From an optimization exercise on the open Yosys and OpenROAD flow, aimed at small area; shortcuts taken in it are not production practice. RTL that was checked went through simulation tests only; none was proved equivalent to the original. Function not checked in run 1: the RTL went through the layout flow alone. The clock port is modelled as an ideal driver; clocking choices that lean on that would not hold on a real chip. Power and IR drop assume default switching activity.

==> flow/design.v <==
module HostInterface
  (
   input wire ifclk,
   input wire resetb,
   input wire fx2_hics_b,
   input [2:0] fx2_flags,
   output reg fx2_sloe_b,
   output reg fx2_slrd_b,
   output reg fx2_slwr_b,
   output fx2_slcs_b,
   output reg fx2_pktend_b,
   output [1:0] fx2_fifo_addr,
   input [15:0] fx2_fd_in,
   output [15:0] fx2_fd_out,
   output fx2_fd_oe,
   output reg [15:0] di_term_addr,
   output [31:0] di_reg_addr,
   output [31:0] di_len,
   output di_read_mode,
   output            di_read_req,
   output reg        di_read,
   input wire        di_read_rdy,
   input      [15:0] di_reg_datao,
   output reg        di_write,
   input wire        di_write_rdy,
   output di_write_mode,
   output [15:0] di_reg_datai,
   input [15:0]      di_transfer_status
   );
   localparam [1:0] RCV_CMD = 2'd0, IDLE = 2'd1, PROCESS_CMD = 2'd2, SEND_ACK = 2'd3;
   reg        empty_b, full_b, cmd_start;
   reg [15:0] fd_in;           
   reg [15:0] fd_out;
   reg [1:0]  state;
   reg        is_rd, is_wr;    
   reg        mode;            
   reg        rq0;             
   reg        fa1;             
   reg [31:0] addr;            
   reg [30:0] lenn;            
   reg [30:0] remn;            
   reg [3:0]  cnt;             
   reg [15:0] checksum;        
   wire hide = (state == RCV_CMD);
   assign di_reg_addr   = hide ? 32'd0 : addr;
   assign di_len        = {1'b0, ~(lenn | {31{hide}})};
   assign fx2_slcs_b    = 1'b0;
   assign fx2_fifo_addr = {fa1, hide & fa1};
   assign fx2_fd_out    = fd_out;
   assign fx2_fd_oe     = fx2_sloe_b;
   assign di_reg_datai  = fd_in;
   assign di_read_mode  = mode & is_rd;
   assign di_write_mode = mode & is_wr;
   assign di_read_req   = rq0 | (di_read & !rem_zero);
   wire read_ok  = !fx2_slrd_b && empty_b;
   wire [3:0] cnt_inc = cnt + 4'd1;
   wire [31:0] addr_inc;
   wire [32:0] addr_c;
   wire [30:0] rem_dec;        
   wire [31:0] rem_b;
   wire [15:0] csum;
   wire [16:0] csum_c;
   assign addr_c[0] = 1'b1;
   assign rem_b[0]  = 1'b1;
   assign csum_c[0] = 1'b0;
   genvar gi;
   generate
      for (gi = 0; gi < 32; gi = gi + 1) begin : g_inc
         assign addr_inc[gi]  = addr[gi] ^ addr_c[gi];
         assign addr_c[gi+1]  = addr[gi] & addr_c[gi];
      end
      for (gi = 0; gi < 31; gi = gi + 1) begin : g_dec
         assign rem_dec[gi]  = remn[gi] ^ rem_b[gi];
         assign rem_b[gi+1]  = remn[gi] & rem_b[gi];
      end
      for (gi = 0; gi < 16; gi = gi + 1) begin : g_add
         assign csum[gi]     = checksum[gi] ^ fd_out[gi] ^ csum_c[gi];
         assign csum_c[gi+1] = (checksum[gi] & fd_out[gi]) | (csum_c[gi] & (checksum[gi] ^ fd_out[gi]));
      end
   endgenerate
   wire rem_zero = &remn;
   reg        n_sloe_b, n_slrd_b, n_slwr_b, n_pktend_b, n_fa1;
   reg [1:0]  n_state;
   reg        n_mode, n_read, n_write;
   reg [15:0] n_term;
   wire in_proc = !cmd_start && state == PROCESS_CMD;
   wire in_ack  = !cmd_start && state == SEND_ACK;
   wire ack_ld  = in_ack && fx2_sloe_b && fx2_slwr_b && full_b;    
   wire c_add   = in_proc && ((is_rd && !fx2_slwr_b) || (is_wr && di_write));
   wire c_sts   = in_ack && (cnt[2] || cnt[1]);
   wire c_hold  = !cmd_start && !c_add && !c_sts;
   wire [15:0] n_checksum = ({16{c_add}} & csum) | ({16{c_sts}} & di_transfer_status) |
                            ({16{c_hold}} & checksum);
   wire f_k     = ack_ld && cnt[1:0] == 2'd0;
   wire f_c     = ack_ld && (cnt[1:0] == 2'd1 || cnt[1:0] == 2'd2);
   wire f_d     = (ack_ld && cnt[1:0] == 2'd3) || (in_proc && is_rd && di_read);
   wire f_f     = in_proc && is_wr;
   wire f_h     = !cmd_start && !(in_ack && !fx2_sloe_b) && !ack_ld && !(in_proc && (is_wr || di_read));
   wire [15:0] n_fd_out = ({16{f_k}} & 16'hA50F) | ({16{f_c}} & checksum) | ({16{f_d}} & di_reg_datao) |
                          ({16{f_f}} & fd_in) | ({16{f_h}} & fd_out);
   reg [31:0] n_addr;
   reg [30:0] n_len, n_rem;
   reg [3:0]  n_cnt;
   reg        n_is_rd, n_is_wr;
   always @* begin
      n_sloe_b   = fx2_sloe_b;
      n_slrd_b   = fx2_slrd_b;
      n_slwr_b   = fx2_slwr_b;
      n_pktend_b = fx2_pktend_b;
      n_fa1      = fa1;
      n_state    = state;
      n_mode     = (state == PROCESS_CMD) || (state == SEND_ACK);
      n_read     = di_read;
      n_write    = di_write;
      n_term     = di_term_addr;
      n_addr     = addr;
      n_len      = lenn;
      n_rem      = remn;
      n_cnt      = cnt;
      n_is_rd    = is_rd;
      n_is_wr    = is_wr;
      if (cmd_start) begin
         n_state    = RCV_CMD;
         n_cnt      = 0;
         n_sloe_b   = 0;
         n_slrd_b   = !(empty_b && fx2_slrd_b);
         n_slwr_b   = 1;
         n_pktend_b = 1;
         n_fa1      = 0;
         n_mode     = 0;
         n_write    = 0;
         n_read     = 0;
         n_term     = 0;
      end else begin
         case (state)
           IDLE: begin
              n_sloe_b   = 0;
              n_slrd_b   = 1;
              n_pktend_b = 1;
              n_fa1      = 0;
           end
           RCV_CMD: begin
              n_slrd_b = !(fx2_slrd_b && empty_b);
              if (read_ok) begin
                 case (cnt[2:0])
                   3'd0: begin
                      n_is_rd = (fd_in == 16'hC301);
                      n_is_wr = (fd_in == 16'hC302);
                   end
                   3'd1: n_term = fd_in;
                   3'd2: n_addr[15:0] = fd_in;
                   3'd3: n_addr[31:16] = fd_in;
                   3'd4: begin
                      n_len[14:0] = ~fd_in[15:1];
                      n_rem[14:0] = ~fd_in[15:1];
                   end
                   3'd5: begin
                      n_len[30:15] = ~fd_in;
                      n_rem[30:15] = ~fd_in;
                   end
                   default: ;
                 endcase
                 n_cnt = cnt_inc;
              end else if (cnt[3]) begin
                 n_state = PROCESS_CMD;
                 n_cnt   = 0;
              end
           end
           SEND_ACK: begin
              n_fa1 = 1;
              if (!fx2_sloe_b) begin
                 n_sloe_b = 1;
              end else if (fx2_slwr_b) begin
                 if (full_b) begin
                    n_slwr_b = 0;
                    n_cnt    = cnt_inc;
                 end
              end else begin
                 n_slwr_b = 1;
                 if (cnt[2]) begin
                    n_state    = IDLE;
                    n_pktend_b = 0;
                 end
              end
           end
           PROCESS_CMD: begin
              if (is_rd) begin
                 n_sloe_b = 1;
                 n_fa1    = 1;
                 n_slwr_b = !di_read;
                 if (!mode) begin
                 end else if (rem_zero) begin
                    n_read     = 0;
                    if (!fx2_slwr_b && full_b) begin
                       if (!(&lenn[7:0]))
                         n_pktend_b = 0;
                       else
                         n_state = SEND_ACK;
                    end else if (!fx2_pktend_b) begin
                       n_pktend_b = 1;
                       n_state    = SEND_ACK;
                    end
                 end else begin
                    if (full_b && di_read_rdy && !di_read) begin
                       n_read     = 1;
                       n_rem      = rem_dec;
                       n_addr     = addr_inc;
                    end else begin
                       n_read     = 0;
                    end
                 end
              end else if (is_wr) begin
                 if (!mode) begin
                 end else if (rem_zero) begin
                    n_slrd_b = 1;
                    n_write  = 0;
                    if (di_write_rdy) begin
                       n_cnt   = 0;
                       n_state = SEND_ACK;
                    end
                 end else begin
                    if (cnt[1]) begin
                       if (empty_b && di_write_rdy) begin
                          n_slrd_b   = 0;
                          n_cnt[1:0] = 0;
                       end
                    end else begin
                       n_slrd_b   = 1;
                       n_cnt[1:0] = cnt_inc[1:0];
                    end
                    if (read_ok) begin
                       n_write    = 1;
                       n_rem      = rem_dec;
                       n_cnt[2]   = 1;
                       if (cnt[2])
                         n_addr = addr_inc;
                    end else begin
                       n_write = 0;
                    end
                 end
              end else begin
                 n_state = IDLE;
              end
           end
         endcase
      end
   end
   always @(posedge ifclk or negedge resetb) begin
      if (!resetb) begin
         empty_b      <= 0;
         cmd_start    <= 1;
         state        <= RCV_CMD;
         fx2_sloe_b   <= 0;
         fx2_slrd_b   <= 1;
         fx2_slwr_b   <= 1;
         fx2_pktend_b <= 1;
         fa1          <= 1;
         mode         <= 0;
         rq0          <= 0;
         di_read      <= 0;
         di_write     <= 0;
         di_term_addr <= 0;
      end else begin
         empty_b      <= fx2_flags[0];
         cmd_start    <= fx2_hics_b;
         state        <= n_state;
         fx2_sloe_b   <= n_sloe_b;
         fx2_slrd_b   <= n_slrd_b;
         fx2_slwr_b   <= n_slwr_b;
         fx2_pktend_b <= n_pktend_b;
         fa1          <= n_fa1;
         mode         <= n_mode;
         rq0          <= !cmd_start && state == PROCESS_CMD && is_rd && !mode;
         di_read      <= n_read;
         di_write     <= n_write;
         di_term_addr <= n_term;
      end
   end
   always @(posedge ifclk) begin
      full_b   <= fx2_flags[1];
      if (!n_slrd_b)
        fd_in  <= fx2_fd_in;
      fd_out   <= n_fd_out;
      checksum <= n_checksum;
      addr     <= n_addr;
      lenn     <= n_len;
      remn     <= n_rem;
      cnt      <= n_cnt;
      is_rd    <= n_is_rd;
      is_wr    <= n_is_wr;
   end
endmodule
==> flow/flow/run.sh <==
#!/bin/bash
# Standard synthesis, then the standard layout with: the smallest buffer on
# each port, synthesis buffers removed and every logic cell downsized at
# floorplan (repair_design restores drive where it is needed).
set -euo pipefail
bash standard.sh synth > synth.log 2>&1
export BUFFER_PORTS_ARGS="-buffer_cell sky130_fd_sc_hd__buf_1"
export REMOVE_ABC_BUFFERS=1
export POST_FLOORPLAN_TCL="$PWD/flow/downsize.tcl"
export CTS_ARGS="-sink_clustering_enable -repair_clock_nets -dont_use_dummy_load -buf_list sky130_fd_sc_hd__clkbuf_8 -sink_clustering_size 30 -sink_clustering_max_diameter 120"
bash standard.sh finish > layout.log 2>&1
==> flow/flow/downsize.tcl <==
# Swap every logic cell to the smallest cell of its family (same function and
# pins, lower drive); repair_design later upsizes or buffers where slew or
# capacitance need it.
set db [ord::get_db]
set block [ord::get_db_block]
set smallest [dict create]
foreach lib [$db getLibs] {
  foreach m [$lib getMasters] {
    set n [$m getName]
    if { ![regexp {^(sky130_fd_sc_hd__[a-z0-9]+)_([0-9]+)$} $n -> fam drv] } { continue }
    if { [lsearch -exact $::env(DONT_USE_CELLS) $n] >= 0 } { continue }
    set a [expr {[$m getWidth] * [$m getHeight]}]
    if { ![dict exists $smallest $fam] || $a < [lindex [dict get $smallest $fam] 1] } {
      dict set smallest $fam [list $m $a]
    }
  }
}
set swapped 0
foreach inst [$block getInsts] {
  set m [$inst getMaster]
  set n [$m getName]
  if { ![regexp {^(sky130_fd_sc_hd__[a-z0-9]+)_([0-9]+)$} $n -> fam drv] } { continue }
  if { [regexp {tap|fill|decap|conb|clkbuf|clkinv|dly} $fam] } { continue }
  if { ![dict exists $smallest $fam] } { continue }
  set best [lindex [dict get $smallest $fam] 0]
  if { [$best getName] ne $n } {
    if { [$inst swapMaster $best] } { incr swapped }
  }
}
puts "downsize: swapped $swapped instances"
==> flow/standard.sh <==
#!/bin/bash
# synth_recipe.tcl (not shown) runs the flow's synth.tcl, then flattens the netlist and writes it again
# the make line also repeats each setting of config.mk as NAME=value (left out here)
make -C /OpenROAD-flow-scripts/flow DESIGN_CONFIG=/design/flow/config.mk WORK_HOME=/design/flow/orfs CLKGATE_MAP_FILE= SYNTH_SCRIPT=/design/flow/synth_recipe.tcl "${@:-finish}"
==> flow/config.mk <==
export PLATFORM = sky130hd
export DESIGN_NAME = HostInterface
export DESIGN_NICKNAME = HostInterface
export VERILOG_FILES = /design/flow/design.v
export SDC_FILE = /design/flow/constraint.sdc
export NUM_CORES = 4
export LEC_CHECK = 0
export CAP_MARGIN = 20
export CORE_MARGIN = 2
export CORE_UTILIZATION = 40
export CTS_BUF_LIST = sky130_fd_sc_hd__clkbuf_4 sky130_fd_sc_hd__clkbuf_8
export SLEW_MARGIN = 20
==> flow/constraint.sdc <==
create_clock -name core_clock -period 10.0 [get_ports {ifclk}]
set_input_delay 2.0000 -clock core_clock [delete_from_list [all_inputs] [get_ports {ifclk}]]
set_output_delay 2.0000 -clock core_clock [all_outputs]
set_load 0.01 [all_outputs]
==> impl_metrics.yaml, run 1 <==
yosys:
  yosysSeqAreaShare: 0.538
  synth_area_per_cell_um2: 11.0
  postSynthCellCount: 820
  synth-async-reset-ratio: 0.163
  syn_area_um2: 8990
  yosysWarnings: 1
  synth_edf_count: 112
  yosys.cell_types.count: 61
  synth-seq-cells: 178
  synth-main-ff-cell: "edfxtp_1"
route:
  first_pass_iters: 7
  vias: 6740
  routed_wl_um: 24000
  drc: 0
  via_per_inst: 5.32
  detail-route-antenna-nets: 0
  post_drt_wl_per_cell_um: 19.0
  drt_iter0_drc: 575
global_route:
  track_usage: 0.207
  grt_pass1_wl_um: 37600
  grt_max_degree: 94
  antenna_found_initial: 0
  grt_pass1_vias: 6677
  overflow: 0
place:
  place_congestion: 0.887
  hpwlAfterDp_um: 16900
  dp_slack_ns: 3.30
  port_buffers: 177
  dpl_cell_area_um2: 9900
cells_and_area:
  antenna_cells: 0
  design_area_um2: 10200
  drive_gt1_frac: 0.0436
  fillers: 2101
  final_util: 0.463
  syn_to_final_growth_pct: 12.9
  final_nets: 1123
sta:
  hold_viol: 0
  skew_ns: 0.0324
  maxClockFrequency_ghz: 0.149
  tightest_slew_ns: 1.08
  rsz0062_at_grt: "no"
  slew_violations: 0
  period_share: 0.671
  setup_slack_ns: 3.29
  relSlewSlack: 0.274
  period_needed_ns: 6.71
  finalSetupViolCount: 0
  fin_tns_setup_ns: 0
pwr:
  seqPwrFrac: 0.475
  p_sw_mw: 0.930
  p_comb_frac: 0.360
  peakVddDrop_mv: 0.114
  clockPowerShare: 0.165
  internal_power_mw: 1.38
  p_leak_nw: 4.00
  p_sw_frac: 0.403
  power_mw: 2.31
  powerDensity_nw_per_um2: 227
setup_path:
  ff2ff_setup_slack_ns: 3.29
  slowest_stage: "fa_1"
  cp_cell_sequence: "ha_1, inv_1, fa_1, fa_1, fa_1, fa_1, fa_1, fa_1, fa_1, fa_1, fa_1, fa_1, fa_1, fa_1, inv_1, fa_1, inv_1, fa_1, xnor2_1, xnor2_1, nor2_1, a221o_1"
  slowest_delay_ns: 0.42
  cpMostUsedCell: "fa_1"
  critPathCaptureType: "flip-flop"
  start_kind: "flip-flop"
  arrival_ns: 7.06
  worstPathRequired_ns: 10.35
  critPathTopFamily: "adder cells"
  crit_path_max_fanout: 3
  path_class: "reg -> reg"
  crit_buf_inv: 3
clocking:
  post_cts_buffers: 0
  cts-root-buf: "clkbuf_8"
  clock_latency_ns: 0.47
  numCtsBuffers: 17
  tritoncts: "built"
  cts.sinks: 178
  clk_pin_slew_ns: 0.09
  cts_resized: 0
  clockBufferDepth: 2
  htree_levels: 4
  hold_buffers: 0
floorplan:
  num_io_pins: 181
  core_area_um2: 22000
  die-area_um2: 23700
  core.rowCount: 54
  die_height_um: 154
  die_w_um: 154
  start_util: 0.410
status:
  status: "complete, no violations"
run:
  maxCapViolCount: 0
hold_path:
  hp-class: "reg -> reg"
## placed cells by master (no fill, tap or decap), types with 3 or more instances in the layout
cell and count:
xnor2_1 4, a222oi_1 10, inv_1 57, buf_1 177, a21boi_0 4, a221o_1 30
dfrtp_1 24, nand2_1 137, clkbuf_8 17, nand3_1 7, buf_4 16, a21o_1 4
a21oi_1 19, a22oi_1 3, fa_1 14, nand2b_1 5, nor3_1 6, nand4_1 11
mux2i_1 16, nor2_1 76, ha_1 65, and3_1 3, o21ai_0 38, dfstp_1 5
nor4bb_1 3, dfxtp_1 37, nor4_1 6, nor2b_1 36, edfxtp_1 112, and2_0 5
## cell type report
| cell class | count | area [um^2] | share of cell area |
|---|---|---|---|
| timing repair buffer | 194 | 800 | 0.0787 |
| inverter | 57 | 214 | 0.0211 |
| tap | 280 | 350 | 0.0345 |
| clock buffer | 17 | 234 | 0.0230 |
| multi-input combinational | 540 | 3720 | 0.367 |
| sequential | 178 | 4840 | 0.476 |
## synth_stat cells, types with 2 or more instances
master / instances / area [um^2]
fa_1: 14 / 280
a221o_1: 30 / 300
dfrtp_1: 24 / 601
buf_2: 9 / 45.0
nand2b_1: 5 / 31.3
o21ai_0: 38 / 190
a21o_1: 4 / 30.0
nor4_1: 6 / 37.5
a311o_1: 2 / 20.0
a21boi_0: 3 / 22.5
inv_2: 3 / 11.3
buf_1: 9 / 33.8
a222oi_1: 10 / 100
mux2i_1: 16 / 160
nor4bb_1: 4 / 40.0
xnor2_1: 4 / 35.0
a21oi_1: 19 / 95.1
nand4_1: 11 / 68.8
o22a_1: 2 / 17.5
inv_1: 54 / 203
clkbuf_1: 20 / 75.1
o211ai_1: 2 / 15.0
and2_1: 5 / 31.3
o31ai_1: 2 / 15.0
buf_6: 2 / 22.5
o311ai_0: 2 / 17.5
nor3b_1: 2 / 15.0
dfstp_2: 5 / 131
ha_1: 65 / 813
a22oi_1: 3 / 22.5
dfxtp_1: 37 / 741
a221oi_1: 2 / 17.5
edfxtp_1: 112 / 3360
and4b_1: 2 / 20.0
nand3_1: 6 / 30.0
and3_1: 3 / 18.8
nand2_1: 137 / 514
buf_4: 6 / 45.0
nor2_1: 78 / 293
nor3_1: 6 / 30.0
nor2b_1: 36 / 225
## kinds of logic (layout without fill, tap and decap cells)
family | after synthesis | after routing | synth area share
muxes | 17 | 17 | 0.0191
xor gates and xnor gates | 4 | 4 | 0.00389
DFF | 178 | 178 | 0.538
buffers and inverters | 103 | 268 | 0.0484
other | 1 | 2 | 0.000417
and+or+nand+nor | 308 | 308 | 0.160
adders and majority gates | 79 | 79 | 0.122
AOI/OAI and AO/OA | 130 | 130 | 0.109
## final timing paths
kind                                   start                      endpoint  depth (start not counted)
setup reg to reg           fd_out[0]$_DFF_P_          checksum[15]$_DFF_P_                         22
min in group asynchronous             resetb  di_term_addr[10]$_DFFE_PN0P_                          2
hold reg to reg              fa1$_DFFE_PN1P_               fa1$_DFFE_PN1P_                          2
max in group asynchronous             resetb               fa1$_DFFE_PN1P_                          2
setup / recovery           fd_out[0]$_DFF_P_          checksum[15]$_DFF_P_                         22
hold / removal               fa1$_DFFE_PN1P_               fa1$_DFFE_PN1P_                          2
## routing by layer
| metal | vias to the layer above | GRT usage | routed length [um] |
|---|---|---|---|
| li1 | 3218 | - | - |
| met1 | 3182 | 0.275 | 10600 |
| met2 | 306 | 0.322 | 10800 |
| met3 | 34 | 0.0671 | 2180 |
| met4 | 0 | 0.0672 | 504 |
| met5 | - | 0 | 0 |
## flip-flops by register name, indices dropped and copies added, names as in the netlist, 2 cells and up
name          count
fd_out           16
cnt               4
remn             31
checksum         16
fd_in            16
addr             32
state             2
di_term_addr     16
lenn             31
## worst register-to-register path, delay by kind of cell, from the launching register on
family                     cells  cell delay, ns
AOI/OAI and AO/OA              1            0.27
xor gates and xnor gates       2            0.30
adders and majority gates     15            5.44
buffers and inverters          3            0.17
DFF                            1            0.38
and+or+nand+nor                1            0.05
## power by group through the flow
stage	logic [mW]	registers [mW]	clock network, mW
floorplan	0.541	1.07	0
global placement	0.820	1.11	0
detailed placement	0.838	1.11	0
CTS	0.840	1.10	0.390
global route	0.947	1.11	0.417
finish	0.830	1.10	0.380
## metrics by stage
stage / cells / hold slack [ns]
4_1_cts: 1265 / 0.510
3_5_place_dp: 1248 / 0.498
2_1_floorplan: 775 / 0.462
5_1_grt: 1266 / 0.542
6_report: 1266 / 0.507
3_3_place_gp: 1248 / 0.484
==> inputs of run 2 (changes only) <==
--- a/flow/design.v
+++ b/flow/design.v
@@ -38,5 +38,5 @@
    reg        fa1;             
    reg [31:0] addr;            
-   reg [30:0] lenn;            
+   reg [30:0] len;             
    reg [30:0] remn;            
    reg [3:0]  cnt;             
@@ -44,5 +44,5 @@
    wire hide = (state == RCV_CMD);
    assign di_reg_addr   = hide ? 32'd0 : addr;
-   assign di_len        = {1'b0, ~(lenn | {31{hide}})};
+   assign di_len        = hide ? 32'd0 : {1'b0, len};
    assign fx2_slcs_b    = 1'b0;
    assign fx2_fifo_addr = {fa1, hide & fa1};
@@ -115,5 +115,5 @@
       n_term     = di_term_addr;
       n_addr     = addr;
-      n_len      = lenn;
+      n_len      = len;
       n_rem      = remn;
       n_cnt      = cnt;
@@ -152,9 +152,9 @@
                    3'd3: n_addr[31:16] = fd_in;
                    3'd4: begin
-                      n_len[14:0] = ~fd_in[15:1];
+                      n_len[14:0] = fd_in[15:1];
                       n_rem[14:0] = ~fd_in[15:1];
                    end
                    3'd5: begin
-                      n_len[30:15] = ~fd_in;
+                      n_len[30:15] = fd_in;
                       n_rem[30:15] = ~fd_in;
                    end
@@ -193,5 +193,5 @@
                     n_read     = 0;
                     if (!fx2_slwr_b && full_b) begin
-                       if (!(&lenn[7:0]))
+                       if (|len[7:0])
                          n_pktend_b = 0;
                        else
@@ -284,5 +284,5 @@
       checksum <= n_checksum;
       addr     <= n_addr;
-      lenn     <= n_len;
+      len      <= n_len;
       remn     <= n_rem;
       cnt      <= n_cnt;
==> run 2 against run 1 <==
Against the previous run:
- sequential share of layout area about the same
- combinational power down 3.7%
- synthesized cell count down 2.6%
- global-route usage down 0.68 points
- via count down 1.8%
- cell count down 1.5%
- largest power group unchanged
==> impl_metrics.yaml, run 2 <==
yosys:
  yosys.area.top_type: "edfxtp_1"
  synth-async-reset-ratio: 0.163
  yosys.cell_types.count: 65
  syn_area_um2: 8980
  synth_edf_count: 112
  yosys-top-cells-area: "edfxtp_1 37%, ha_1 9.1%, dfxtp_1 8.2%, dfrtp_1 6.7%, nand2_1 5.7%"
  synth_top_area_frac: 0.375
  synth-main-ff-cell: "edfxtp_1"
  postSynthCellCount: 799
  ys_top_cells_by_count: "136 x nand2_1, 112 x edfxtp_1, 69 x nor2b_1"
  yosysMostFrequentCell: "nand2_1"
  synth-seq-cells: 178
  yosysSeqAreaShare: 0.539
  synth_area_per_cell_um2: 11.2
  yosysWarnings: 1
cells_and_area:
  regMostFlops: "addr"
  antenna_cells: 0
  reg_top3: "addr (32), len (31), remn (31)"
  fillers: 2118
  largest_register_ffs: 32
  drive_gt1_frac: 0.0455
  final_cell_mix: "176 x buf_1, 136 x nand2_1, 112 x edfxtp_1"
  stdcell_count: 1247
  syn_to_final_growth_pct: 13.0
  final_nets: 1104
  layout_commonest_cell: "buf_1"
sta:
  setup_slack_ns: 3.22
  slew_violations: 0
  period_share: 0.678
  maxClockFrequency_ghz: 0.148
  finalSetupViolCount: 0
  period_needed_ns: 6.78
  rsz0062_at_grt: "no"
  hold_viol: 0
  fin_tns_setup_ns: 0
  relSlewSlack: 0.372
  tightest_slew_ns: 0.941
  skew_ns: 0.0362
clocking:
  cts_resized: 0
  cts.sinks: 178
  clock_latency_ns: 0.46
  hold_buffers: 0
  cts-root-buf: "clkbuf_8"
  post_cts_buffers: 0
  tritoncts: "built"
  clk_pin_slew_ns: 0.10
  htree_levels: 4
  numCtsBuffers: 17
  clockBufferDepth: 2
setup_path:
  crit_buf_inv: 3
  ff2ff_setup_slack_ns: 3.22
  path_class: "reg -> reg"
  cp_cell_sequence: "ha_1, inv_1, fa_1, fa_1, fa_1, fa_1, fa_1, fa_1, fa_1, fa_1, fa_1, fa_1, fa_1, fa_1, inv_1, fa_1, inv_1, fa_1, xnor2_1, xnor2_1, nor2_1, a221o_1"
  start_kind: "flip-flop"
  slowest_delay_ns: 0.42
  slowest_stage: "fa_1"
  crit_path_max_fanout: 3
  critPathTopFamily: "adder cells"
  worstPathRequired_ns: 10.34
  critPathCaptureType: "flip-flop"
  cpMostUsedCell: "fa_1"
  arrival_ns: 7.11
pwr:
  powerDensity_nw_per_um2: 219
  power_mw: 2.23
  peakVddDrop_mv: 0.103
  p_leak_nw: 3.94
global_route:
  antenna_found_initial: 0
  overflow: 0
  grt_pass1_vias: 6308
  grt_pass1_wl_um: 36200
  grt_max_degree: 92
  track_usage: 0.200
floorplan:
  die_w_um: 154
  die-area_um2: 23700
  core_area_um2: 22000
  die_height_um: 154
  core.rowCount: 54
  start_util: 0.409
  num_io_pins: 181
place:
  place_congestion: 0.877
  place_inst: 1230
  hpwlAfterDp_um: 16400
  dp_slack_ns: 3.29
  port_buffers: 177
run:
  maxCapViolCount: 0
route:
  first_pass_iters: 5
  via_per_inst: 5.31
  drc: 0
  drt_iter0_drc: 467
  vias: 6618
  post_drt_wl_per_cell_um: 18.8
  routed_wl_um: 23500
  detail-route-antenna-nets: 0
hold_path:
  hp-class: "reg -> reg"
status:
  status: "complete, no violations"
## run 2: final timing paths
path	depth (start not counted)	startpoint	to
worst max-delay path	22	fd_out[0]$_DFF_P_	checksum[15]$_DFF_P_
worst min-delay path	2	fd_out[11]$_DFF_P_	fd_out[11]$_DFF_P_
worst max register to register	22	fd_out[0]$_DFF_P_	checksum[15]$_DFF_P_
worst min register to register	2	fd_out[11]$_DFF_P_	fd_out[11]$_DFF_P_
max in group asynchronous	1	resetb	di_term_addr[1]$_DFFE_PN0P_
min in group asynchronous	1	resetb	di_term_addr[12]$_DFFE_PN0P_
## run 2: layout make-up
cell class              count  area, um^2  share of cell area
clock buffers              17         234              0.0231
inverters                  37         139              0.0137
multi-input cells         541        3800               0.374
flip-flops and latches    178        4840               0.476
well taps                 280         350              0.0345
repair buffers            194         793              0.0782
## run 2: where the power goes
group          internal (mW)  total (mW)  leakage [nW]  switching (mW)
Combinational          0.259       0.799          2.13           0.540
Sequential             0.925        1.05          1.69           0.124
Clock                  0.151       0.379         0.122           0.228
Total                   1.33        2.23          3.94           0.893
## run 2: worst register-to-register path, cell delays in order, from the launching register on
cell	delay [ns]
dfxtp_1	0.38
ha_1	0.16
inv_1	0.04
fa_1	0.39
fa_1	0.39
fa_1	0.39
fa_1	0.39
fa_1	0.41
fa_1	0.42
fa_1	0.41
fa_1	0.40
fa_1	0.39
fa_1	0.39
fa_1	0.42
fa_1	0.38
inv_1	0.08
fa_1	0.16
inv_1	0.05
fa_1	0.38
xnor2_1	0.18
xnor2_1	0.13
nor2_1	0.06
a221o_1	0.27
## run 2: logic make-up after synthesis
group,count (synthesis),synth area share
other cells,1,0.000418
simple gates,308,0.169
buf+inv,81,0.0366
mux,20,0.0224
flops,178,0.539
xor+xnor,4,0.00390
fa+ha+maj,79,0.122
compound gates,128,0.107
## run 2: through the flow
stage,util,area [um^2],hold slack (ns)
final,0.462,10100,0.507
after CTS,0.462,10100,0.512
after global placement,0.452,9920,0.485
after global routing,0.462,10100,0.536
after detailed placement,0.452,9920,0.486
after floorplan,-,8790,0.464
## run 2: per-layer routing
metal,global-route usage,up-vias,routed length [um]
met1,0.277,3122,10400
li1,-,3180,-
met2,0.312,296,10600
met3,0.0524,20,2080
met4,0.0579,0,316
met5,0,-,0
==> inputs of run 3 (changes only) <==
--- a/flow/flow/run.sh
+++ b/flow/flow/run.sh
@@ -9,3 +9,4 @@
 export POST_FLOORPLAN_TCL="$PWD/flow/downsize.tcl"
 export CTS_ARGS="-sink_clustering_enable -repair_clock_nets -dont_use_dummy_load -buf_list sky130_fd_sc_hd__clkbuf_8 -sink_clustering_size 30 -sink_clustering_max_diameter 120"
+export POST_CTS_TCL="$PWD/flow/clock_leaves.tcl"
 bash standard.sh finish > layout.log 2>&1
==> flow/flow/clock_leaves.tcl (new file) <==
# After clock tree synthesis: a leaf clock buffer that drives only a few
# flip-flops is swapped for the smaller clkbuf_4 (run as POST_CTS_TCL).
set maxsinks [expr {[info exists ::env(CLK_LEAF_MAX)] ? $::env(CLK_LEAF_MAX) : 9}]
set block [ord::get_db_block]
set small [[ord::get_db] findMaster sky130_fd_sc_hd__clkbuf_4]
foreach inst [$block getInsts] {
  if { ![regexp {^clkbuf_} [$inst getName]] } { continue }
  set out ""
  foreach it [$inst getITerms] {
    if { [[$it getMTerm] getName] eq "X" } { set out [$it getNet] }
  }
  if { $out eq "" || $out eq "NULL" } { continue }
  set n 0; set leaf 1
  foreach it [$out getITerms] {
    if { [$it getInst] eq $inst } { continue }
    if { [[$it getMTerm] getName] ne "CLK" } { set leaf 0 }
    incr n
  }
  if { $leaf && $n <= $maxsinks && [[$inst getMaster] getName] ne "sky130_fd_sc_hd__clkbuf_4" } {
    $inst swapMaster $small
    puts "clock_leaves: [$inst getName] drives $n flip-flops, now clkbuf_4"
  }
}
estimate_parasitics -placement
==> run 3 against run 2 <==
Against the previous run:
- area after synthesis did not move
- non-clock buffer count did not move
- synthesized cell count did not move
- largest cell class unchanged
- via count rose by 0.12%
- largest power group unchanged
- global-route usage barely moved
- cell area fell by 0.25%
==> impl_metrics.yaml, run 3 <==
status:
  status: "complete, no violations"
place:
  place_congestion: 0.877
  place_inst: 1230
  hpwlAfterDp_um: 16400
  port_buffers: 177
global_route:
  grt_max_degree: 92
  antenna_found_initial: 0
  grt_pass1_vias: 6305
  overflow: 0
  track_usage: 0.200
  grt_pass1_wl_um: 36300
yosys:
  yosysWarnings: 1
  synth-xor-area-share: 0.00390
  yosysMostFrequentCell: "nand2_1"
  yosys.area.top_type: "edfxtp_1"
  yosys-top-cells-area: "edfxtp_1 37%, ha_1 9.1%, dfxtp_1 8.2%, dfrtp_1 6.7%, nand2_1 5.7%"
  postSynthCellCount: 799
  synth-main-ff-cell: "edfxtp_1"
  yosys.area_share.adder: 0.122
  ys_top_cells_by_count: "136 x nand2_1, 112 x edfxtp_1, 69 x nor2b_1"
  synth_area_per_cell_um2: 11.2
  yosys.cell_types.count: 65
  synth_edf_count: 112
  muxShareOfSynthArea: 0.0224
  syn_area_um2: 8980
  yosysSeqAreaShare: 0.539
  synth-seq-cells: 178
  synth_compound_gate_area_share: 0.107
  synthSimpleGateAreaFrac: 0.169
  synth-async-reset-ratio: 0.163
  synth_top_family_by_area: "simple AND/OR/NAND/NOR gates"
  synth_top_area_frac: 0.375
floorplan:
  die_w_um: 154
  core.rowCount: 54
  die_height_um: 154
  core_area_um2: 22000
  num_io_pins: 181
  start_util: 0.409
  die-area_um2: 23700
setup_path:
  critPathCaptureType: "flip-flop"
  path_class: "reg -> reg"
  cp_cell_sequence: "ha_1, inv_1, fa_1, fa_1, fa_1, fa_1, fa_1, fa_1, fa_1, fa_1, fa_1, fa_1, fa_1, fa_1, inv_1, fa_1, inv_1, fa_1, xnor2_1, xnor2_1, nor2_1, a221o_1"
  start_kind: "flip-flop"
  crit_path_max_fanout: 3
  worstPathRequired_ns: 10.32
  arrival_ns: 7.10
  cpMostUsedCell: "fa_1"
  slowest_stage: "fa_1"
  slowest_delay_ns: 0.41
hold_path:
  hp-class: "reg -> reg"
cells_and_area:
  drive_gt1_frac: 0.0455
  regMostFlops: "addr"
  layout_commonest_cell: "buf_1"
  antenna_cells: 0
  stdcell_count: 1247
  largest_register_ffs: 32
  final_cell_mix: "176 x buf_1, 136 x nand2_1, 112 x edfxtp_1"
  final_nets: 1104
  reg_top3: "addr (32), len (31), remn (31)"
  syn_to_final_growth_pct: 12.8
sta:
  slew_violations: 0
  skew_ns: 0.0300
  hold_viol: 0
  finalSetupViolCount: 0
  fin_hold_ws_ns: 0.507
  maxClockFrequency_ghz: 0.148
  period_needed_ns: 6.78
  rsz0062_at_grt: "no"
  period_share: 0.678
  tightest_slew_ns: 0.931
  relSlewSlack: 0.374
  fin_tns_setup_ns: 0
route:
  drc: 0
  routed_wl_um: 23400
  detail-route-antenna-nets: 0
  post_drt_wl_per_cell_um: 18.8
  via_per_inst: 5.31
  drt_iter0_drc: 453
  vias: 6626
  first_pass_iters: 5
pwr:
  p_leak_nw: 3.93
  peakVddDrop_mv: 0.103
  power_mw: 2.21
  powerDensity_nw_per_um2: 218
clocking:
  cts.sinks: 178
  clock_latency_ns: 0.45
  clk_pin_slew_ns: 0.10
  tritoncts: "built"
run:
  maxCapViolCount: 0
## run 3: cell counts after synthesis
Identical to the previous run, type by type.
## run 3: final timing paths
path	startpoint	slack, ns	cells after the start	end
setup / recovery	fd_out[0]$_DFF_P_	3.22	22	checksum[15]$_DFF_P_
hold / removal	fd_out[11]$_DFF_P_	0.51	2	fd_out[11]$_DFF_P_
setup reg to reg	fd_out[0]$_DFF_P_	3.22	22	checksum[15]$_DFF_P_
hold reg to reg	fd_out[11]$_DFF_P_	0.51	2	fd_out[11]$_DFF_P_
max in group asynchronous	resetb	7.83	1	di_term_addr[7]$_DFFE_PN0P_
min in group asynchronous	resetb	1.62	1	state[0]$_DFFE_PN0P_
## run 3: cell families after synthesis
group / Yosys count
and+or+nand+nor: 308
DFF: 178
AOI/OAI and AO/OA: 128
buffers and inverters: 81
adders and majority gates: 79
muxes: 20
xor gates and xnor gates: 4
other: 1
## run 3: power breakdown
group / internal (mW) / switching, mW / total (mW)
registers: 0.924 / 0.125 / 1.05
logic: 0.259 / 0.539 / 0.798
clock network: 0.134 / 0.226 / 0.361
total: 1.32 / 0.890 / 2.21
## run 3: metal layers
layer | wire, um | vias to the layer above | global-route usage
met4 | 296 | 0 | 0.0579
met5 | 0 | - | 0
met3 | 1940 | 19 | 0.0524
met1 | 10500 | 3140 | 0.277
met2 | 10700 | 289 | 0.312
li1 | - | 3178 | -
## run 3: final cells by class
cell class | instances | area (um^2)
clock buffer | 17 | 209
timing repair buffer | 194 | 793
fill | 2124 | 11800
tap | 280 | 350
multi-input combinational | 541 | 3800
sequential | 178 | 4840
inverter | 37 | 139
## run 3: through the flow
step            util  worst slack (ns)  area [um^2]
6_report       0.461              3.22        10100
5_1_grt        0.461              3.00        10100
2_1_floorplan      -              3.57         8790
3_3_place_gp   0.452              3.31         9920
3_5_place_dp   0.452              3.29         9920
## run 3: worst max-delay path: cells and delay by family (launching register included)
family	cells	cell delay, ns
AND/OR/NAND/NOR	1	0.06
XOR/XNOR	2	0.31
buffers and inverters	3	0.17
adder cells (fa/ha/maj)	15	5.46
AO/OA/AOI/OAI	1	0.27
flip-flops	1	0.38
==> inputs of run 4 (changes only) <==
--- a/flow/config.mk
+++ b/flow/config.mk
@@ -9,4 +9,4 @@
 export CORE_MARGIN = 2
 export CORE_UTILIZATION = 40
-export CTS_BUF_LIST = sky130_fd_sc_hd__clkbuf_4 sky130_fd_sc_hd__clkbuf_8
+export PLACE_DENSITY = 0.7
 export SLEW_MARGIN = 20
==> run 4 against run 3 <==
Against the previous run:
- routed wire length down 1.2%
- largest cell class unchanged
- area after synthesis did not move
- hold slack worse by 0.0011 ns
- highest routed layer unchanged
==> impl_metrics.yaml, run 4 <==
cells_and_area:
  reg_top3: "addr (32), len (31), remn (31)"
  final_nets: 1100
  largest_register_ffs: 32
  regMostFlops: "addr"
  drive_gt1_frac: 0.0426
  syn_to_final_growth_pct: 12.4
  final_cell_mix: "176 x buf_1, 136 x nand2_1, 112 x edfxtp_1"
  antenna_cells: 0
  layout_commonest_cell: "buf_1"
sta:
  period_share: 0.684
  setup_slack_ns: 3.16
  fin_tns_setup_ns: 0
  skew_ns: 0.0381
  slew_violations: 0
  rsz0062_at_grt: "no"
  relSlewSlack: 0.320
  tightest_slew_ns: 1.01
  maxClockFrequency_ghz: 0.146
  finalSetupViolCount: 0
  hold_viol: 0
  period_needed_ns: 6.84
route:
  vias: 6708
  via_per_inst: 5.40
  drt_iter0_drc: 569
  drc: 0
  routed_wl_um: 23100
  first_pass_iters: 5
  post_drt_wl_per_cell_um: 18.6
  detail-route-antenna-nets: 0
setup_path:
  ff2ff_setup_slack_ns: 3.16
  r2r-end: "checksum[15]$_DFF_P_"
  r2r_cells: 22
  path_class: "reg -> reg"
  arrival_ns: 7.17
  start_kind: "flip-flop"
  crit_path_max_fanout: 3
  slowest_delay_ns: 0.41
  critPathTopFamily: "adder cells"
  critPathCaptureType: "flip-flop"
  cpMostUsedCell: "fa_1"
  slowest_stage: "fa_1"
  rr_startpoint: "fd_out[0]$_DFF_P_"
  crit_buf_inv: 3
  cp_cell_sequence: "ha_1, inv_1, fa_1, fa_1, fa_1, fa_1, fa_1, fa_1, fa_1, fa_1, fa_1, fa_1, fa_1, fa_1, inv_1, fa_1, inv_1, fa_1, xnor2_1, xnor2_1, nor2_1, a221o_1"
  worstPathRequired_ns: 10.32
run:
  maxCapViolCount: 0
yosys:
  syn_area_um2: 8980
  ys_top_cells_by_count: "136 x nand2_1, 112 x edfxtp_1, 69 x nor2b_1"
  postSynthCellCount: 799
  synth_top_area_frac: 0.375
  synth_area_per_cell_um2: 11.2
  yosys-top-cells-area: "edfxtp_1 37%, ha_1 9.1%, dfxtp_1 8.2%, dfrtp_1 6.7%, nand2_1 5.7%"
  yosysMostFrequentCell: "nand2_1"
  synth-seq-cells: 178
  synth_edf_count: 112
  yosys.cell_types.count: 65
  synth-main-ff-cell: "edfxtp_1"
  synth-async-reset-ratio: 0.163
  yosysSeqAreaShare: 0.539
  yosysWarnings: 1
  yosys.area.top_type: "edfxtp_1"
clocking:
  cts.sinks: 178
  clk_pin_slew_ns: 0.09
  clock_latency_ns: 0.45
  tritoncts: "built"
floorplan:
  die-area_um2: 23700
  die_w_um: 154
  num_io_pins: 181
  core.rowCount: 54
  die_height_um: 154
  start_util: 0.409
  core_area_um2: 22000
hold_path:
  worstHoldStart: "fd_out[6]$_DFF_P_"
  hold_path_end: "fd_out[6]$_DFF_P_"
  min_delay_path_depth: 2
  hp-class: "reg -> reg"
global_route:
  grt_pass1_wl_um: 35900
  grt_max_degree: 66
  track_usage: 0.197
  overflow: 0
  antenna_found_initial: 0
  grt_pass1_vias: 6442
pwr:
  peakVddDrop_mv: 0.108
  powerDensity_nw_per_um2: 218
  p_leak_nw: 3.91
place:
  port_buffers: 177
  hpwlAfterDp_um: 16400
  dp_slack_ns: 3.23
  place_congestion: 0.886
status:
  status: "complete, no violations"
[run 4: logic make-up after synthesis]
kind of cell	Yosys count	synth area share
compound gates	128	0.107
xor+xnor	4	0.00390
fa+ha+maj	79	0.122
buf+inv	81	0.0366
flops	178	0.539
mux	20	0.0224
other cells	1	0.000418
simple gates	308	0.169
[run 4: worst register-to-register path, cell delays in order (launching register included)]
cell	delay, ns
dfxtp_1	0.38
ha_1	0.17
inv_1	0.05
fa_1	0.38
fa_1	0.40
fa_1	0.40
fa_1	0.39
fa_1	0.40
fa_1	0.40
fa_1	0.41
fa_1	0.41
fa_1	0.40
fa_1	0.40
fa_1	0.41
fa_1	0.38
inv_1	0.09
fa_1	0.19
inv_1	0.06
fa_1	0.37
xnor2_1	0.19
xnor2_1	0.14
nor2_1	0.05
a221o_1	0.25
[run 4: layout make-up]
type / count / area (um^2)
Clock buffer: 17 / 196
Multi-Input combinational cell: 541 / 3810
Inverter: 37 / 139
Timing Repair Buffer: 190 / 763
Fill cell: 2034 / 11900
Tap cell: 280 / 350
Sequential cell: 178 / 4840
[run 4: worst max path at each step]
stage	from	end	slack [ns]	cells after the start
6_report	fd_out[0]$_DFF_P_	checksum[15]$_DFF_P_	3.16	22
3_5_place_dp	fd_out[0]$_DFF_P_	checksum[15]$_DFF_P_	3.23	22
5_1_grt	fd_out[0]$_DFF_P_	checksum[15]$_DFF_P_	2.86	22
2_1_floorplan	fd_out[0]$_DFF_P_	checksum[15]$_DFF_P_	3.57	22
3_3_place_gp	fd_out[0]$_DFF_P_	checksum[15]$_DFF_P_	3.32	22
[run 4: metrics by stage]
stage	area [um^2]	instances	total power [mW]	utilization	hold slack, ns
3_3_place_gp	9890	1226	1.84	0.450	0.484
2_1_floorplan	8790	756	1.56	-	0.464
3_5_place_dp	9890	1226	1.86	0.450	0.485
6_report	10100	1243	2.20	0.460	0.506
5_1_grt	10100	1243	2.34	0.460	0.531
[run 4: routing by layer]
layer | global-route usage | wire (um)
met3 | 0.0493 | 2020
met5 | 0 | 0
met2 | 0.310 | 10300
met1 | 0.264 | 10100
met4 | 0.0788 | 701
[run 4: power by group]
part	internal, mW	leakage, nW	total [mW]	switching (mW)
combinational	0.258	2.11	0.793	0.535
clock	0.126	0.107	0.347	0.221
sequential	0.924	1.69	1.06	0.132
total	1.31	3.91	2.20	0.888
==> inputs of run 5 (changes only) <==
--- a/flow/config.mk
+++ b/flow/config.mk
@@ -9,4 +9,4 @@
 export CORE_MARGIN = 2
 export CORE_UTILIZATION = 40
-export PLACE_DENSITY = 0.7
+export PLACE_DENSITY = 0.9
 export SLEW_MARGIN = 20
==> run 5 against run 4 <==
Against the previous run:
- still clean on timing, DRC and antenna
- global-route usage rose by 1.3 points
- sequential share of layout area fell by 0.15 points
- routed wire length rose by 5.5%
- clock-buffer cell count is the same
- power up 0.86%
- maximum frequency rose by 0.29%
- area after synthesis is the same
- die area is the same
- combinational power about the same
- via count rose by 2.8%
- critical path type unchanged
- largest cell class unchanged
- highest routed layer unchanged
==> impl_metrics.yaml, run 5 <==
cells_and_area:
  final_cell_mix: "176 x buf_1, 136 x nand2_1, 112 x edfxtp_1"
  regMostFlops: "addr"
  reg_top3: "addr (32), len (31), remn (31)"
  largest_register_ffs: 32
  antenna_cells: 0
  syn_to_final_growth_pct: 12.8
  drive_gt1_frac: 0.0434
  layout_commonest_cell: "buf_1"
  fillers: 2003
  final_nets: 1104
pwr:
  p_leak_nw: 3.94
  powerDensity_nw_per_um2: 219
  peakVddDrop_mv: 0.157
hold_path:
  hold_path_end: "fd_out[11]$_DFF_P_"
  min_delay_path_depth: 2
  worstHoldStart: "fd_out[11]$_DFF_P_"
  hp-class: "reg -> reg"
setup_path:
  path_class: "reg -> reg"
  ff2ff_setup_slack_ns: 3.18
  slowest_stage: "fa_1"
  rr_startpoint: "checksum[0]$_DFF_P_"
  r2r-end: "checksum[15]$_DFF_P_"
  r2r_cells: 22
  crit_path_max_fanout: 3
  critPathCaptureType: "flip-flop"
  arrival_ns: 7.15
  cpMostUsedCell: "fa_1"
  start_kind: "flip-flop"
  cp_cell_sequence: "ha_1, inv_1, fa_1, fa_1, fa_1, fa_1, fa_1, fa_1, fa_1, fa_1, fa_1, fa_1, fa_1, fa_1, inv_1, fa_1, inv_1, fa_1, xnor2_1, xnor2_1, nor2_1, a221o_1"
  slowest_delay_ns: 0.42
  worstPathRequired_ns: 10.33
yosys:
  postSynthCellCount: 799
  synth_edf_count: 112
  yosysMostFrequentCell: "nand2_1"
  synth_area_per_cell_um2: 11.2
  yosysSeqAreaShare: 0.539
  ys_top_cells_by_count: "136 x nand2_1, 112 x edfxtp_1, 69 x nor2b_1"
  yosys-top-cells-area: "edfxtp_1 37%, ha_1 9.1%, dfxtp_1 8.2%, dfrtp_1 6.7%, nand2_1 5.7%"
  synth-async-reset-ratio: 0.163
  yosysWarnings: 1
  synth-seq-cells: 178
  synth_top_area_frac: 0.375
  yosys.area.top_type: "edfxtp_1"
  yosys.cell_types.count: 65
  syn_area_um2: 8980
  synth-main-ff-cell: "edfxtp_1"
sta:
  slew_violations: 0
  fin_tns_setup_ns: 0
  maxClockFrequency_ghz: 0.147
  relSlewSlack: 0.334
  finalSetupViolCount: 0
  hold_viol: 0
  tightest_slew_ns: 1.00
  skew_ns: 0.0391
  period_share: 0.682
  fin_hold_ws_ns: 0.520
  period_needed_ns: 6.82
  rsz0062_at_grt: "no"
  setup_slack_ns: 3.18
clocking:
  clock_latency_ns: 0.47
  tritoncts: "built"
  cts.sinks: 178
  clk_pin_slew_ns: 0.08
floorplan:
  core_area_um2: 22000
  num_io_pins: 181
  die_w_um: 154
  start_util: 0.409
  die-area_um2: 23700
  die_height_um: 154
  core.rowCount: 54
place:
  place_congestion: 0.900
  hpwlAfterDp_um: 17400
  dp_slack_ns: 3.25
  port_buffers: 177
route:
  first_pass_iters: 5
  vias: 6893
  drc: 0
  routed_wl_um: 24400
  detail-route-antenna-nets: 0
  drt_iter0_drc: 683
  post_drt_wl_per_cell_um: 19.6
  via_per_inst: 5.53
status:
  status: "complete, no violations"
global_route:
  grt_pass1_wl_um: 38100
  track_usage: 0.210
  grt_max_degree: 71
  grt_pass1_vias: 6884
  overflow: 0
  antenna_found_initial: 0
run:
  maxCapViolCount: 0
run 5: cell counts after synthesis:
Identical to the previous run, type by type.
run 5: layout make-up:
type,count,area (um^2),share of cell area
inverter,37,139,0.0137
multi-input combinational,541,3790,0.374
timing repair buffer,194,793,0.0783
sequential,178,4840,0.478
tap,280,350,0.0346
clock buffer,17,215,0.0213
run 5: worst max-delay path by stage:
| stage | start | slack, ns | end |
|---|---|---|---|
| after global routing | fd_out[0]$_DFF_P_ | 2.96 | checksum[15]$_DFF_P_ |
| after detailed placement | fd_out[0]$_DFF_P_ | 3.25 | checksum[15]$_DFF_P_ |
| final | checksum[0]$_DFF_P_ | 3.18 | checksum[15]$_DFF_P_ |
| after global placement | fd_out[0]$_DFF_P_ | 3.38 | checksum[15]$_DFF_P_ |
| after floorplan | fd_out[0]$_DFF_P_ | 3.57 | checksum[15]$_DFF_P_ |
run 5: cells by family (layout without fill, tap and decap cells):
logic type / Yosys count / in the layout / synth area share
AO/OA/AOI/OAI: 128 / 128 / 0.107
XOR/XNOR: 4 / 4 / 0.00390
adder cells (fa/ha/maj): 79 / 79 / 0.122
buffers and inverters: 81 / 248 / 0.0366
flip-flops: 178 / 178 / 0.539
multiplexers: 20 / 20 / 0.0224
other: 1 / 2 / 0.000418
AND/OR/NAND/NOR: 308 / 308 / 0.169
run 5: per-layer routing:
layer	vias to the layer above	routed length, um	GRT usage	part of all wire
met5	-	0	0	0
met4	0	590	0.0730	0.024
met3	41	2600	0.0569	0.11
met2	399	11400	0.344	0.47
met1	3269	9820	0.270	0.40
li1	3184	-	-	-
run 5: worst max-delay path: cells and delay by family (launching register included):
family                     cells  cell delay [ns]
adders and majority gates     15             5.53
DFF                            1             0.37
xor gates and xnor gates       2             0.30
AOI/OAI and AO/OA              1             0.27
buffers and inverters          3             0.18
and+or+nand+nor                1             0.06
run 5: stage by stage:
stage | cell area, um^2 | cells | power (mW) | util
after floorplan | 8790 | 756 | 1.56 | -
after global placement | 9910 | 1230 | 1.83 | 0.451
after global routing | 10100 | 1247 | 2.36 | 0.461
final | 10100 | 1247 | 2.22 | 0.461
after detailed placement | 9910 | 1230 | 1.87 | 0.451
run 5: report_power, final:
part	internal (mW)	total [mW]	switching (mW)
sequential	0.924	1.06	0.132
combinational	0.258	0.795	0.537
clock	0.138	0.364	0.226
==> inputs of run 6 (changes only) <==
--- a/flow/config.mk
+++ b/flow/config.mk
@@ -9,4 +9,4 @@
 export CORE_MARGIN = 2
 export CORE_UTILIZATION = 40
-export PLACE_DENSITY = 0.9
+export PLACE_DENSITY = 0.8
 export SLEW_MARGIN = 20
==> run 6 against run 5 <==
Against the previous run:
- first-iteration DRC count shrank 4.5%
- via count shrank 0.80%
- clock-buffer cell count is the same
- critical path depth stayed put
- flip-flop and latch count is the same
- routed wire length down 4.5%
==> impl_metrics.yaml, run 6 <==
status:
  status: "complete, no violations"
cells_and_area:
  multi_input_area_um2: 3800
  reg_top3: "addr (32), len (31), remn (31)"
  layout_commonest_cell: "buf_1"
  final_util: 0.460
  largest_register_ffs: 32
  final_cell_mix: "176 x buf_1, 136 x nand2_1, 112 x edfxtp_1"
  design_area_um2: 10100
  drive_gt1_frac: 0.0415
  final-seq-area_um2: 4840
  syn_to_final_growth_pct: 12.4
  final_nets: 1100
  fillers: 1986
  regMostFlops: "addr"
  antenna_cells: 0
run:
  maxCapViolCount: 0
clocking:
  cts.sinks: 178
  tritoncts: "built"
  clock_latency_ns: 0.46
  clk_pin_slew_ns: 0.09
floorplan:
  die_w_um: 154
  core.rowCount: 54
  die_height_um: 154
  die-area_um2: 23700
  start_util: 0.409
  num_io_pins: 181
  core_area_um2: 22000
sta:
  skew_ns: 0.0329
  hold_viol: 0
  fin_tns_setup_ns: 0
  relSlewSlack: 0.298
  finalSetupViolCount: 0
  rsz0062_at_grt: "no"
  period_share: 0.684
  period_needed_ns: 6.84
  tightest_slew_ns: 1.04
  maxClockFrequency_ghz: 0.146
  slew_violations: 0
yosys:
  synth_top_area_frac: 0.375
  ys_top_cells_by_count: "136 x nand2_1, 112 x edfxtp_1, 69 x nor2b_1"
  synth-async-reset-ratio: 0.163
  postSynthCellCount: 799
  synth_edf_count: 112
  yosysSeqAreaShare: 0.539
  synth_area_per_cell_um2: 11.2
  yosysMostFrequentCell: "nand2_1"
  yosysWarnings: 1
  yosys-top-cells-area: "edfxtp_1 37%, ha_1 9.1%, dfxtp_1 8.2%, dfrtp_1 6.7%, nand2_1 5.7%"
  synth-main-ff-cell: "edfxtp_1"
  synth-seq-cells: 178
  yosys.cell_types.count: 65
  syn_area_um2: 8980
  yosys.area.top_type: "edfxtp_1"
global_route:
  grt_pass1_vias: 6488
  track_usage: 0.198
  antenna_found_initial: 0
  grt_max_degree: 94
  overflow: 0
  grt_pass1_wl_um: 35900
setup_path:
  cp_cell_sequence: "ha_1, inv_1, fa_1, fa_1, fa_1, fa_1, fa_1, fa_1, fa_1, fa_1, fa_1, fa_1, fa_1, fa_1, inv_1, fa_1, inv_1, fa_1, xnor2_1, xnor2_1, nor2_1, a221o_1"
  crit_path_max_fanout: 3
  start_kind: "flip-flop"
  slowest_delay_ns: 0.43
  worstPathRequired_ns: 10.33
  path_class: "reg -> reg"
  crit_buf_inv: 3
  critPathTopFamily: "adder cells"
  arrival_ns: 7.17
  critPathCaptureType: "flip-flop"
  slowest_stage: "fa_1"
  cpMostUsedCell: "fa_1"
route:
  via_per_inst: 5.50
  vias: 6838
  drc: 0
  routed_wl_um: 23300
  drt_iter0_drc: 652
  post_drt_wl_per_cell_um: 18.8
  detail-route-antenna-nets: 0
  first_pass_iters: 8
place:
  dpl_cell_area_um2: 9890
  hpwlAfterDp_um: 16300
  place_congestion: 0.914
  port_buffers: 177
pwr:
  peakVddDrop_mv: 0.144
  p_leak_nw: 3.91
  power_mw: 2.21
  powerDensity_nw_per_um2: 219
hold_path:
  hp-class: "reg -> reg"
==> run 6: changes by cell type in the layout (fill, tap and decap cells not counted) <==
cell,change
buf_4,-4
clkbuf_4,+1
nor2_1,-1
a21oi_2,+1
clkbuf_8,-1
a21oi_1,-1
nor2_2,+1
==> run 6: final timing paths <==
kind	startpoint	endpoint	slack, ns	cells after the start
setup / recovery	fd_out[0]$_DFF_P_	checksum[15]$_DFF_P_	3.16	22
hold / removal	fd_out[12]$_DFF_P_	fd_out[12]$_DFF_P_	0.51	2
setup reg to reg	fd_out[0]$_DFF_P_	checksum[15]$_DFF_P_	3.16	22
hold reg to reg	fd_out[12]$_DFF_P_	fd_out[12]$_DFF_P_	0.51	2
max in group asynchronous	resetb	di_term_addr[8]$_DFFE_PN0P_	7.83	1
min in group asynchronous	resetb	state[1]$_DFFE_PN0P_	1.60	1
==> run 6: layout make-up <==
cell class | count | share of cell area
clock buffers | 17 | 0.0207
well taps | 280 | 0.0347
repair buffers | 190 | 0.0756
inverters | 37 | 0.0138
multi-input cells | 541 | 0.376
flip-flops and latches | 178 | 0.479
==> run 6: power by group <==
part / internal, mW / switching [mW]
clock network: 0.134 / 0.223
logic: 0.257 / 0.531
registers: 0.925 / 0.138
total: 1.32 / 0.893
==> run 6: layer usage <==
metal  up-vias  track usage  wire length, um
met2       419        0.312            10700
li1       3169            -                -
met1      3211        0.264             9650
met3        39       0.0544             2450
met4         0       0.0690              550
met5         -            0                0
==> run 6: stage by stage <==
| step | cells | hold WS (ns) | worst slack, ns |
|---|---|---|---|
| 6_report | 1243 | 0.508 | 3.16 |
| 5_1_grt | 1243 | 0.544 | 2.93 |
| 3_5_place_dp | 1226 | 0.485 | 3.23 |
| 3_3_place_gp | 1226 | 0.483 | 3.36 |
| 2_1_floorplan | 756 | 0.464 | 3.57 |
==> run 6: cell families (layout without fill, tap and decap cells) <==
logic type                 Yosys count  after routing  synth area share
xor gates and xnor gates             4              4           0.00390
buffers and inverters               81            244            0.0366
muxes                               20             20            0.0224
adders and majority gates           79             79             0.122
and+or+nand+nor                    308            308             0.169
DFF                                178            178             0.539
AOI/OAI and AO/OA                  128            128             0.107
other                                1              2          0.000418
==> run 6: worst reg2reg max path, delay by kind of cell, from the launching register on <==
family | cells | cell delay (ns)
buffers and inverters | 3 | 0.18
AO/OA/AOI/OAI | 1 | 0.25
XOR/XNOR | 2 | 0.33
AND/OR/NAND/NOR | 1 | 0.05
flip-flops | 1 | 0.37
adder cells (fa/ha/maj) | 15 | 5.53
==> inputs of run 7 (changes only) <==
--- a/flow/config.mk
+++ b/flow/config.mk
@@ -9,4 +9,5 @@
 export CORE_MARGIN = 2
 export CORE_UTILIZATION = 40
+export GPL_TIMING_DRIVEN = 0
 export PLACE_DENSITY = 0.8
 export SLEW_MARGIN = 20
==> run 7 against run 6 <==
Against the previous run:
- die area unchanged
- setup slack better by 0.074 ns
- non-clock buffer count up 1
- sequential share of layout area down 0.51 points
- first-iteration DRC count down 3.2%
- routed wire length up 1.0%
- combinational power up 5.2%
- hold slack better by 0.0038 ns
- flip-flop and latch count unchanged
- highest routed layer unchanged
==> impl_metrics.yaml, run 7 <==
setup_path:
  critPathCaptureType: "flip-flop"
  path_class: "reg -> reg"
  arrival_ns: 7.09
  crit_path_max_fanout: 3
  worstPathRequired_ns: 10.33
  r2r_cells: 22
  start_kind: "flip-flop"
yosys:
  yosysMostFrequentCell: "nand2_1"
  synth_area_per_cell_um2: 11.2
  ys_top_cells_by_count: "136 x nand2_1, 112 x edfxtp_1, 69 x nor2b_1"
  synth_top_area_frac: 0.375
  synth-async-reset-ratio: 0.163
  synth-main-ff-cell: "edfxtp_1"
  syn_area_um2: 8980
  yosys.area.top_type: "edfxtp_1"
  yosys.cell_types.count: 65
  postSynthCellCount: 799
  synth-seq-cells: 178
  synth_edf_count: 112
  yosysWarnings: 1
  yosys-top-cells-area: "edfxtp_1 37%, ha_1 9.1%, dfxtp_1 8.2%, dfrtp_1 6.7%, nand2_1 5.7%"
  yosysSeqAreaShare: 0.539
sta:
  finalSetupViolCount: 0
  tightest_slew_ns: 1.02
  period_needed_ns: 6.77
  setup_slack_ns: 3.23
  skew_ns: 0.0259
  relSlewSlack: 0.315
  fin_tns_setup_ns: 0
  fin_hold_ws_ns: 0.512
  hold_viol: 0
  period_share: 0.677
  maxClockFrequency_ghz: 0.148
  slew_violations: 0
  rsz0062_at_grt: "no"
cells_and_area:
  final_util: 0.465
  design_area_um2: 10200
  fillers: 2031
  drive_gt1_frac: 0.0477
  reg_top3: "addr (32), len (31), remn (31)"
  final-seq-area_um2: 4840
  largest_register_ffs: 32
  antenna_cells: 0
  syn_to_final_growth_pct: 13.6
  final_nets: 1101
  final_cell_mix: "176 x buf_1, 136 x nand2_1, 112 x edfxtp_1"
  layout_commonest_cell: "buf_1"
  regMostFlops: "addr"
  multi_input_area_um2: 3820
global_route:
  antenna_found_initial: 0
  overflow: 0
  track_usage: 0.199
  grt_pass1_vias: 6566
  grt_max_degree: 44
  grt_pass1_wl_um: 36400
place:
  hpwlAfterDp_um: 17000
  port_buffers: 177
  place_congestion: 0.917
  dpl_cell_area_um2: 9980
  dp_slack_ns: 3.33
floorplan:
  num_io_pins: 181
  die_height_um: 154
  die_w_um: 154
  die-area_um2: 23700
  core.rowCount: 54
  core_area_um2: 22000
  start_util: 0.409
clocking:
  clock_latency_ns: 0.46
  clk_pin_slew_ns: 0.09
  cts.sinks: 178
  tritoncts: "built"
route:
  detail-route-antenna-nets: 0
  vias: 6824
  post_drt_wl_per_cell_um: 18.9
  via_per_inst: 5.49
  drc: 0
  first_pass_iters: 6
  routed_wl_um: 23600
  drt_iter0_drc: 631
status:
  status: "complete, no violations"
run:
  maxCapViolCount: 0
hold_path:
  hp-class: "reg -> reg"
  min_delay_path_depth: 2
pwr:
  powerDensity_nw_per_um2: 221
  peakVddDrop_mv: 0.126
  p_leak_nw: 3.95
[run 7: cell counts after synthesis]
Identical to the previous run, type by type.
[run 7: final cells by class]
cell class                      count  share of cell area
Clock buffer                       17              0.0217
Inverter                           37              0.0136
Multi-Input combinational cell    541               0.374
Sequential cell                   178               0.474
Tap cell                          280              0.0343
Timing Repair Buffer              191              0.0819
[run 7: worst max-delay path, cell delays in order, from the launching register on]
cell and delay (ns):
dfxtp_1 0.38, ha_1 0.16, inv_1 0.05, fa_1 0.39, fa_1 0.41, fa_1 0.39, fa_1 0.39, fa_1 0.39
fa_1 0.40, fa_1 0.42, fa_1 0.40, fa_1 0.39, fa_1 0.39, fa_1 0.40, fa_1 0.38, inv_1 0.09
fa_1 0.18, inv_1 0.05, fa_1 0.37, xnor2_1 0.18, xnor2_1 0.14, nor2_1 0.05, a221o_1 0.25
[run 7: power breakdown]
part	total, mW	internal [mW]	switching, mW
clock network	0.364	0.142	0.222
logic	0.829	0.287	0.542
registers	1.07	0.924	0.142
[run 7: through the flow]
stage	total power, mW	std cells
after floorplan	1.56	756
after global routing	2.40	1244
after global placement	1.84	1213
final	2.26	1244
after detailed placement	1.91	1227
[run 7: kinds of logic (layout without fill, tap and decap cells)]
logic type,after synthesis,after routing,share of synthesized area
buffers and inverters,81,245,0.0366
other,1,2,0.000418
xor gates and xnor gates,4,4,0.00390
and+or+nand+nor,308,308,0.169
muxes,20,20,0.0224
AOI/OAI and AO/OA,128,128,0.107
adders and majority gates,79,79,0.122
DFF,178,178,0.539
[run 7: per-layer routing]
layer | vias up | part of all wire | routed length, um | GRT usage
met1 | 3217 | 0.42 | 9840 | 0.262
met4 | 0 | 0.027 | 631 | 0.0717
met3 | 40 | 0.096 | 2270 | 0.0493
met5 | - | 0 | 0 | 0
li1 | 3179 | - | - | -
met2 | 388 | 0.46 | 10800 | 0.320
[run 7: worst paths after layout]
kind | startpoint | end | slack, ns
max reg2reg | fd_out[0]$_DFF_P_ | checksum[15]$_DFF_P_ | 3.23
min in group asynchronous | resetb | fx2_sloe_b$_DFFE_PN0P_ | 1.61
max | fd_out[0]$_DFF_P_ | checksum[15]$_DFF_P_ | 3.23
min reg2reg | fd_out[7]$_DFF_P_ | fd_out[7]$_DFF_P_ | 0.51
min | fd_out[7]$_DFF_P_ | fd_out[7]$_DFF_P_ | 0.51
max in group asynchronous | resetb | di_term_addr[5]$_DFFE_PN0P_ | 7.93

## what the ideal ports hide
The flow's constraints put no driver on any port. The routed layouts listed below were extracted and timed again, unchanged, in two steps.
Step 1 sets driving cells, clkbuf_16 on the clock port and buf_2 on the other inputs (assumed; they add their load-dependent delay and slew).
Step 2 also shifts input and output timing later by t, the mid clock arrival at the registers, as if the neighbouring blocks saw the same clock.
a / b / c = ideal / step 1 / step 2; a / b = the first two.
| run | t (ns) | setup WS [ns] | latest minus earliest clock arrival (ns) |
|---|---|---|---|
| run 1 | 0.491 | 3.292 / 3.292 / 3.292 | 0.033 / 0.033 |
| run 2 | 0.483 | 3.224 / 3.224 / 3.224 | 0.036 / 0.036 |
| run 3 | 0.477 | 3.223 / 3.223 / 3.223 | 0.030 / 0.030 |
| run 4 | 0.474 | 3.155 / 3.155 / 3.155 | 0.038 / 0.038 |
| run 5 | 0.493 | 3.175 / 3.175 / 3.175 | 0.039 / 0.039 |
| run 6 | 0.481 | 3.159 / 3.159 / 3.159 | 0.033 / 0.033 |
| run 7 | 0.485 | 3.233 / 3.233 / 3.233 | 0.025 / 0.026 |
After both steps every run listed still meets setup and hold.
